Source: an optimization exercise on an open RTL-to-GDS flow (aim: small area). Production flows keep margins and buffers that such runs may drop. The RTL was checked by simulation tests, not by an equivalence proof against the original design. Power and IR drop assume default switching activity.

[flow/run.sh]
#!/bin/bash
set -euo pipefail
H=$(pwd)
MY_ABC_SCRIPT=$H/flow/area.abc make -C "$FLOW_HOME" DESIGN_CONFIG=$H/config.mk WORK_HOME=$H/orfs \
  CLKGATE_MAP_FILE= SYNTH_SCRIPT=$H/flow/synth.tcl ADDER_MAP_FILE= synth > $H/synth.log 2>&1
bash standard.sh \
  "CTS_ARGS=-sink_clustering_enable -repair_clock_nets -dont_use_dummy_load -buf_list sky130_fd_sc_hd__clkbuf_16 -sink_clustering_size 50 -sink_clustering_max_diameter 300" \
  "BUFFER_PORTS_ARGS=-buffer_cell sky130_fd_sc_hd__buf_1" \
  finish > $H/layout.log 2>&1
[flow/area.abc]
strash
&get -n
&fraig -x
&put
dc2
strash
&get -n
&dch -f
&nf -R 1000
&put
[flow/synth.tcl]
proc synth {args} { yosys synth -nofsm -noshare {*}$args }
proc abc {args} {
  set i [lsearch -exact $args -script]
  if { $i >= 0 && [info exists ::env(MY_ABC_SCRIPT)] } {
    set args [lreplace $args [expr {$i+1}] [expr {$i+1}] $::env(MY_ABC_SCRIPT)]
  }
  yosys abc {*}$args
}
source $::env(SCRIPTS_DIR)/synth.tcl
# left out here: clear keep_hierarchy, flatten, clean up, hide names made inside functions, write 1_2_yosys.v
[standard.sh]
#!/bin/bash
# synth_recipe.tcl (not shown) runs the flow's synth.tcl, then flattens the netlist and writes it again
# the make line also repeats each setting of config.mk as NAME=value (left out here)
make -C /OpenROAD-flow-scripts/flow DESIGN_CONFIG=/design/flow/config.mk WORK_HOME=/design/flow/orfs CLKGATE_MAP_FILE= SYNTH_SCRIPT=/design/flow/synth_recipe.tcl "${@:-finish}"
[config.mk]
export PLATFORM = sky130hd
export DESIGN_NAME = Top_FIFO_UART
export DESIGN_NICKNAME = Top_FIFO_UART
export VERILOG_FILES = /design/flow/design.v
export SDC_FILE = /design/flow/constraint.sdc
export NUM_CORES = 4
export LEC_CHECK = 0
export CAP_MARGIN = 20
export CORE_MARGIN = 2
export CORE_UTILIZATION = 70
export SLEW_MARGIN = 20
[constraint.sdc]
create_clock -name core_clock -period 10.0 [get_ports {clk}]
set_input_delay 2.0000 -clock core_clock [delete_from_list [all_inputs] [get_ports {clk}]]
set_output_delay 2.0000 -clock core_clock [all_outputs]
set_load 0.01 [all_outputs]
[design.v]
module Top_FIFO_UART(
    input  wire clk,
    input  wire rst,
    output wire tx,
    input  wire rx
    );
    reg [63:0] ring;
    reg [5:0]  q;         
    reg [7:0]  d;         
    reg [3:0]  k;         
    reg [2:0]  n;         
    reg        txm;       
    reg        dph;       
    reg        b0, b1;    
    reg        tx_r;
    wire       tap  = ring[63];
    wire [3:0] kp1  = k + 4'd1;
    wire       idle = k[3] & ~k[0];
    wire       win  = ~k[3] & ~d[7];                    
    wire       hitb = (q == {2'b00, kp1});
    wire       bnd  = ~idle & hitb & d[7] & d[5] & d[1];    
    wire       go   = idle & (q == 6'd63) & (txm | ~rx);
    wire       last = bnd & (k == 4'd7);                
    wire is0  = ~b0 & ~b1;
    wire is1  =  b0 & ~b1;
    wire is2  = ~b0 &  b1;
    wire full = (n == 3'd7);
    wire nz   = (n != 3'd0);
    wire ins   = ~txm & dph & win & (q == {n, k[2:0]}) & (is2 | (is0 & ~full));
    wire chain = last & ~txm & (dph ? is2 : is1);       
    wire adv   = last & txm & nz;                       
    always @(posedge clk)
        ring <= {ring[62:0], ins ? rx : tap};
    always @(posedge clk) begin
        if (rst)
            q <= 6'd0;
        else
            q <= q + (adv ? 6'd9 : 6'd17);
    end
    always @(posedge clk) begin
        if (go | bnd)
            d <= 8'd0;
        else if (hitb)
            d <= d + 8'd1;
    end
    always @(posedge clk) begin
        if (rst)
            k <= 4'd8;
        else if (go)
            k <= 4'd15;
        else if (bnd)
            k <= kp1;
    end
    always @(posedge clk) begin
        if (~txm & ~dph & win) begin
            if (k == 4'd0) b0 <= rx;
            if (k == 4'd1) b1 <= rx;
            if (k[2] | k[1])
                if (rx != (k == 4'd4 || k == 4'd5)) begin
                    b0 <= 1'b1;
                    b1 <= 1'b1;
                end
        end
    end
    always @(posedge clk) begin
        if (rst) begin
            txm  <= 1'b0;
            dph  <= 1'b0;
            n    <= 3'd0;
            tx_r <= 1'b1;
        end else if (go) begin
            if (txm)
                tx_r <= 1'b0;                   
        end else if (last) begin
            if (txm) begin
                txm  <= 1'b0;
                tx_r <= 1'b1;                   
                if (nz) begin
                    if (b0) n <= n - 3'd1;      
                end else if (b1)
                    n <= 3'd1;                  
            end else begin
                if (dph & is0 & ~full)
                    n <= n + 3'd1;
                txm <= chain;
                dph <= ~dph & ~is1;
            end
        end else if (bnd & txm)
            tx_r <= tap & nz;
    end
    assign tx = tx_r;
endmodule
==> notes.md <==
- Hold path endpoint: ring[39]
- CTS Buf Count: 9
- Max Fclk: ~260 MHz
- 1st-iter DRT viols: 242
- Register area share after synthesis: 71.5%
- Worst path required time: ~10 ns
- Synth Area in XOR/XNOR: a little under 5%
- Largest family of logic cells by synthesized area: simple AND/OR/NAND/NOR gates
- Vias in the first global route: 1719
- Crit-path max FO: 8
- Crit start category: register
- Status: timing/DRC/antenna clean
- Slew of the pin with the lowest slew margin: just under 0.8 ns
- Slew headroom: 47.7%
- # port buffers: 3
- Clk_skew: roughly 0.015 ns
- VDD IR max: 0.239 mV
- Final Routed Wirelength: 5480 microns
- Met1 Usage GRT: 35.7%
- Non-Filler Instances: 277
- Mux contribution to synthesized area: 0.442%
- Drt pass-1 iters: 5
- Post-CTS sizing: 0
- Post-synth top area share: 69.2%
- Ys async rst share: 0%
- Post-Synth Simple-Gate Area: 12.3%
- Share of cells above drive strength 1: roughly 3.9%
- RSZ-0062 raised after global routing: no
- Via count: 1741
- Hold path depth: 0
- Max clock buf depth: 2
- Synth warn: 1
- Setup_tns: 0 ns
- Cell count after synthesis: 219
- WP data arrival: 4.06 ns
- Gr usage total: between 30% and 40%
- Count of cell types in the netlist: 30
- Count leader, synth: dfxtp_1
- Synth area leaders: dfxtp_1, a21oi_1, nor2_1, xnor2_1, xor2_1
- Top Usage Layer GRT: met2
- Post-layout util: 83.2%
- Die Area: 4140 sq um
- CTS tree: yes
- Initial antenna violation count: 0
- Ant diodes: 0
- CP Capture Type: register
- Fill count: 160
- Hold WC Path Type: reg2reg
- HPWL reported at the end of detailed placement: approximately 3000 microns
- Global-route wire length before repair: 8960 microns
- Syn Area/Cell: 11.6 sq um
- Initial core utilization: 74.6%
- Critical-path cell list: xnor2_1, a2111oi_0, o21ai_0, nor3_1, nand3_1, nor2_1, nand2_1, nor2_1, nand3_1, a211o_1, a21oi_1
- Crit-path slowest cell: dfxtp_1
- Top post-synthesis cells by count: dfxtp_1, a21oi_1, nor2_1
- CTS sink cnt: 90
- Hold Crit Start: ring[38]
- Commonest register cell after synthesis: dfxtp_1
- Minimum clock period: 3.83 ns
- Hold slack: ~0.31 ns
- Clock slew at reported path FFs: roughly 0.060 ns
- Final cycle utilization of the critical path: 38.3%
- Number of synthesized flops with an enable pin: 2
- Register bit count reported by yosys: 90
- Reg-to-reg endpoint: n[2]
- Routing usage on met2: 49.0%
- Syn nets: 222
- Skew-Pair Late Insertion Delay: 0.34 ns
- Largest area contributor in the netlist: dfxtp_1
- Detail Route Antenna Nets: 0
- Cells on worst reg2reg path: 11
- Residual DRC: 0
- RR Startpoint: k[0]
- Placed Cells incl. Taps: 268
- Layout net count: 236
- Avg WL per Cell: about 20 microns
- IO Pins: 4
- Fin. Hold Viols: 0
- R2r setup slk: 6.17 ns
- Setup ws final: 6.17 ns
- DP Worst Slack: 6.57 ns
- Final Max Slew Viols: 0
- Worst path top cell family by delay: simple AND/OR/NAND/NOR gates
- Largest net degree at the start of global routing: 17
- Placeable Area: 3420 sq um
- CP peak stage delay: 0.57 ns
- Die H: about 64 microns
- Setup bufs post-CTS: 0
- Area delta synth->final: 11.5%
- GRT overflow: 0
- Htree depth: 3
- M3 GR Usage: 12.9%
- Setup violations, final: 0
- Max Cap Viol: 0
- Detail-routed via count per cell: about 6.3
- PwrDens: about 230 nW/um^2
- GPL Wtd Cong: 0.885
- Hold Buf Count CTS: 0
- Rows: 21
- Die W: 64.3 microns
- Mapped cell area: between 2000 and 3000 sq um
- Leak pwr: 1.08 nW
- Root buf cell: clkbuf_16
- Buf/Inv on CP: 0
- Critical path type: reg2reg
- Synth Area in Compound Gates: 9.77%
- Adder-cell share of the synthesized area: 0%
where the power goes:
part / switching, mW / internal, mW / leakage [nW] / total [mW]
Sequential: 0.00272 / 0.362 / 0.729 / 0.365
Clock: 0.114 / 0.158 / 0.111 / 0.272
Combinational: 0.00546 / 0.00311 / 0.245 / 0.00858
sequential cells by signal, summed over array words and instances (netlist names):
signal,count
b1,1
b0,1
q,6
k,4
ring,64
txm,1
n,3
tx_r,1
dph,1
d,8
layout by cell type (no fill, tap or decap), drive strengths merged, types with 4 or more instances in the layout:
| cell | instances |
|---|---|
| a21oi | 20 |
| xor2 | 7 |
| and3 | 4 |
| dfxtp | 88 |
| o21ai | 6 |
| nor4 | 4 |
| nor2 | 20 |
| xnor2 | 7 |
| nand3 | 6 |
| nor3 | 8 |
| nand2 | 14 |
| clkinv | 8 |
| clkbuf | 9 |
cells by family after synthesis:
logic type	after synthesis
xor+xnor	14
compound gates	41
buf+inv	8
flops	90
mux	1
simple gates	65
cell type report:
class	instances	area, sq um	area share (%)
clock buffers	9	225	7.93
well taps	46	57.6	2.03
flip-flops and latches	90	1820	64.1
inverters	8	30.0	1.06
multi-input cells	121	696	24.5
repair buffers	3	11.3	0.396
worst register-to-register path, cell delays in order (launching register included):
cell and delay (ns):
dfxtp_1 0.57, xnor2_1 0.22, a2111oi_0 0.46, o21ai_0 0.19, nor3_1 0.49, nand3_1 0.25, nor2_1 0.20, nand2_1 0.12
nor2_1 0.39, nand3_1 0.33, a211o_1 0.33, a21oi_1 0.18
metrics by stage:
step           cell area (sq um)  power (mW)
5_1_grt                     2840       0.661
6_report                    2840       0.646
3_3_place_gp                2620       0.379
4_1_cts                     2840       0.647
3_5_place_dp                2620       0.380
2_1_floorplan               2550       0.377
worst max path at each step:
stage	slack, ns	start	end	cells after the start
after global routing	5.89	k[0]	n[2]	11
after CTS	6.30	k[0]	n[2]	11
after global placement	6.64	rx	tx_r	6
after detailed placement	6.57	rx	tx_r	6
final	6.17	k[0]	n[2]	11
after floorplan	6.89	rx	tx_r	5
layer usage:
metal / share of wire (%) / up-vias
met3: 9.8 / 26
met5: 0 / -
met2: 48 / 126
met4: 3.8 / 0
li1: - / 777
met1: 39 / 812

## what the ideal ports hide
Ports are ideal in the flow. The routed layout listed here was re-timed in OpenROAD. Step 1 (the two cells are an assumption about what drives the block):
set clk [get_ports {clk}]
set_driving_cell -lib_cell sky130_fd_sc_hd__clkbuf_16 $clk
set_driving_cell -lib_cell sky130_fd_sc_hd__buf_2 [delete_from_list [all_inputs] $clk]
Step 2, shift: input delay + t, output delay - t, t = (earliest + latest rising clock arrival at the registers) / 2. This alone moves slack from input paths to output paths. Slacks: ideal / step 1 / step 2; pairs: ideal / step 1.
t (ns): 0.358
setup slack, ns: 6.169 / 6.169 / 6.169
worst hold slack (ns): 0.311 / 0.311 / 0.311
slew at the worst register clock pin (ns): 0.06 / 0.06
worst data-port slew with drivers (ns): 0.03
After both steps this run still meets setup and hold. For this run, drivers alone change the setup slack by 0.000 ns; drivers and shift together by 0.000 ns.
